Source: an optimization exercise on an open RTL-to-GDS flow (aim: small area). Production flows keep margins and buffers that such runs may drop. Only simulation tests tie the RTL to the original design; equivalence was not proved. The clock port is modelled as an ideal driver, which makes a skipped or thinned clock tree look cheaper than it is; a real chip needs a root buffer or a tree. Power figures rest on the tool's default switching activity, not on a simulated workload.

// randt
module randt (
    input clk,
    input rst,
    input i_Rx_Serial,
    output o_Rx_DV,
    output [7:0] o_Rx_Byte,
    output active,
    output reg tx
);
Size: ~150 cells after synthesis, about 37 flip-flops.
Settings: LEC_CHECK=0, CAP_MARGIN=20, CORE_MARGIN=2, CORE_UTILIZATION=40, SLEW_MARGIN=20; clock period 20.0 ns.
standard.sh (not shown) runs the stock make flow with config.mk's settings and CLKGATE_MAP_FILE= SYNTH_SCRIPT=/design/flow/synth_recipe.tcl, a recipe that flattens the netlist after the stock synthesis.
==> flow/flow/run.sh <==
#!/bin/bash
# Standard ORFS layout (standard.sh), with these changes:
#  - synthesis runs the standard flow's Yosys script unchanged but maps logic with an
#    area-oriented ABC script and skips the half/full-adder extraction step;
#  - ports are buffered with sky130_fd_sc_hd__buf_1;
#  - clock tree: the clock port drives a few leaf clock buffers, one per
#    cluster of registers (flow/cts.tcl), instead of TritonCTS's H-tree.
set -euo pipefail
rm -rf myscripts
cp -r "$FLOW_HOME/scripts" myscripts
cp flow/abc_area.script myscripts/abc_area.script
cp flow/cts.tcl myscripts/cts.tcl
export MY_CTS_LEAVES=${MY_CTS_LEAVES:-4}
export MY_CTS_BUF=${MY_CTS_BUF:-sky130_fd_sc_hd__clkbuf_4}
bash standard.sh SCRIPTS_DIR="$PWD/myscripts" ABC_AREA=1 ADDER_MAP_FILE= synth > synth.log 2>&1
bash standard.sh SCRIPTS_DIR="$PWD/myscripts" "BUFFER_PORTS_ARGS=-buffer_cell sky130_fd_sc_hd__buf_1" finish > layout.log 2>&1
==> flow/flow/cts.tcl <==
utl::set_metrics_stage "cts__{}"
source $::env(SCRIPTS_DIR)/load.tcl
erase_non_stage_variables cts
load_design 3_place.odb 3_place.sdc

# Clock distribution: the clock port drives a few leaf clock buffers
# directly, each serving one cluster of registers (split by x position).
set nleaf $::env(MY_CTS_LEAVES)
set bufcell $::env(MY_CTS_BUF)
set block [ord::get_db_block]
set dbu [$block getDefUnits]
set sinks {}
foreach pin [get_pins -of_objects [get_nets clk]] {
  set it [sta::sta_to_db_pin $pin]
  set inst [$it getInst]
  lassign [$inst getLocation] x y
  lappend sinks [list $x $y $pin]
}
set sinks [lsort -integer -index 0 $sinks]
set n [llength $sinks]
puts "clock sinks: $n, leaves: $nleaf"
for {set g 0} {$g < $nleaf} {incr g} {
  set lo [expr {($g * $n) / $nleaf}]
  set hi [expr {(($g + 1) * $n) / $nleaf - 1}]
  set pins {}
  set sx 0; set sy 0
  foreach s [lrange $sinks $lo $hi] {
    lassign $s x y pin
    set sx [expr {$sx + $x}]; set sy [expr {$sy + $y}]
    lappend pins $pin
  }
  set cnt [expr {$hi - $lo + 1}]
  set cx [expr {double($sx) / $cnt / $dbu}]
  set cy [expr {double($sy) / $cnt / $dbu}]
  insert_buffer -buffer_cell $bufcell -net clk -load_pins $pins -location [list $cx $cy] -buffer_name clkleaf_$g -net_name clknet_leaf_$g
}
set_propagated_clock [all_clocks]

log_cmd estimate_parasitics -placement

set_placement_padding -global \
  -left $::env(CELL_PAD_IN_SITES_DETAIL_PLACEMENT) \
  -right $::env(CELL_PAD_IN_SITES_DETAIL_PLACEMENT)
detailed_placement
log_cmd estimate_parasitics -placement

repair_timing_helper
detailed_placement
check_placement -verbose

report_metrics 4 "cts final"
orfs_write_db $::env(RESULTS_DIR)/4_1_cts.odb
orfs_write_sdc $::env(RESULTS_DIR)/4_cts.sdc
Other scripts of this flow, unchanged in this note and not shown: flow/flow/abc_area.script
Edit:
--- a/flow/flow/run.sh
+++ b/flow/flow/run.sh
@@ -12,4 +12,4 @@
 cp flow/cts.tcl myscripts/cts.tcl
-export MY_CTS_LEAVES=${MY_CTS_LEAVES:-4}
-export MY_CTS_BUF=${MY_CTS_BUF:-sky130_fd_sc_hd__clkbuf_4}
+export MY_CTS_LEAVES=${MY_CTS_LEAVES:-2}
+export MY_CTS_BUF=${MY_CTS_BUF:-sky130_fd_sc_hd__clkbuf_8}
 bash standard.sh SCRIPTS_DIR="$PWD/myscripts" ABC_AREA=1 ADDER_MAP_FILE= synth > synth.log 2>&1
Synthesized cell count is unchanged.
Routed wire length goes down by 0.97%.
Cell area barely changes.
Die area does not change.
Area after synthesis stays the same.
Non-clock buffer count does not change.
Final cell count goes down by 0.93%.
Edit:
--- a/flow/flow/run.sh
+++ b/flow/flow/run.sh
@@ -12,4 +12,4 @@
 cp flow/cts.tcl myscripts/cts.tcl
-export MY_CTS_LEAVES=${MY_CTS_LEAVES:-2}
-export MY_CTS_BUF=${MY_CTS_BUF:-sky130_fd_sc_hd__clkbuf_8}
+export MY_CTS_LEAVES=${MY_CTS_LEAVES:-1}
+export MY_CTS_BUF=${MY_CTS_BUF:-sky130_fd_sc_hd__clkbuf_16}
 bash standard.sh SCRIPTS_DIR="$PWD/myscripts" ABC_AREA=1 ADDER_MAP_FILE= synth > synth.log 2>&1
Outcome:
- The changed run produced a clean layout
- die area is unchanged
- cell area hardly moves
- non-clock buffer count is unchanged
- setup slack got worse by 0.043 ns
- synthesized area does not change
- total power hardly moves
- worst hold slack gets better by 0.0056 ns
In every run of this note, the design's own scripts or RTL, not TritonCTS, make the clock network.

[separate check: timing with driven ports]
No port has a modelled driver above. Below, the same layouts with a new extraction and two added sets of constraints. Step 1: set_driving_cell puts a clkbuf_16 on clk and a buf_2 on each other input, an assumption about the parent block. Step 2 moves the port delays by t, midway between the first and last clock arrival at a register: inputs arrive t later, outputs are due t later. That takes back most of the time a late clock gives input paths. a / b / c = ideal / step 1 / step 2; a / b = the first two.
| run | shift t [ns] | slack for setup (ns) | worst slew at a driven data input, ns | pins driven straight from the clock port |
|---|---|---|---|---|
| the first run | 0.187 | 14.543 / 14.507 / 14.694 | 0.03 | 4 |
| the second run | 0.191 | 14.519 / 14.486 / 14.676 | 0.03 | 2 |
| the third run | 0.205 | 14.477 / 14.447 / 14.652 | 0.03 | 1 |
After both steps every run listed still meets setup and hold.
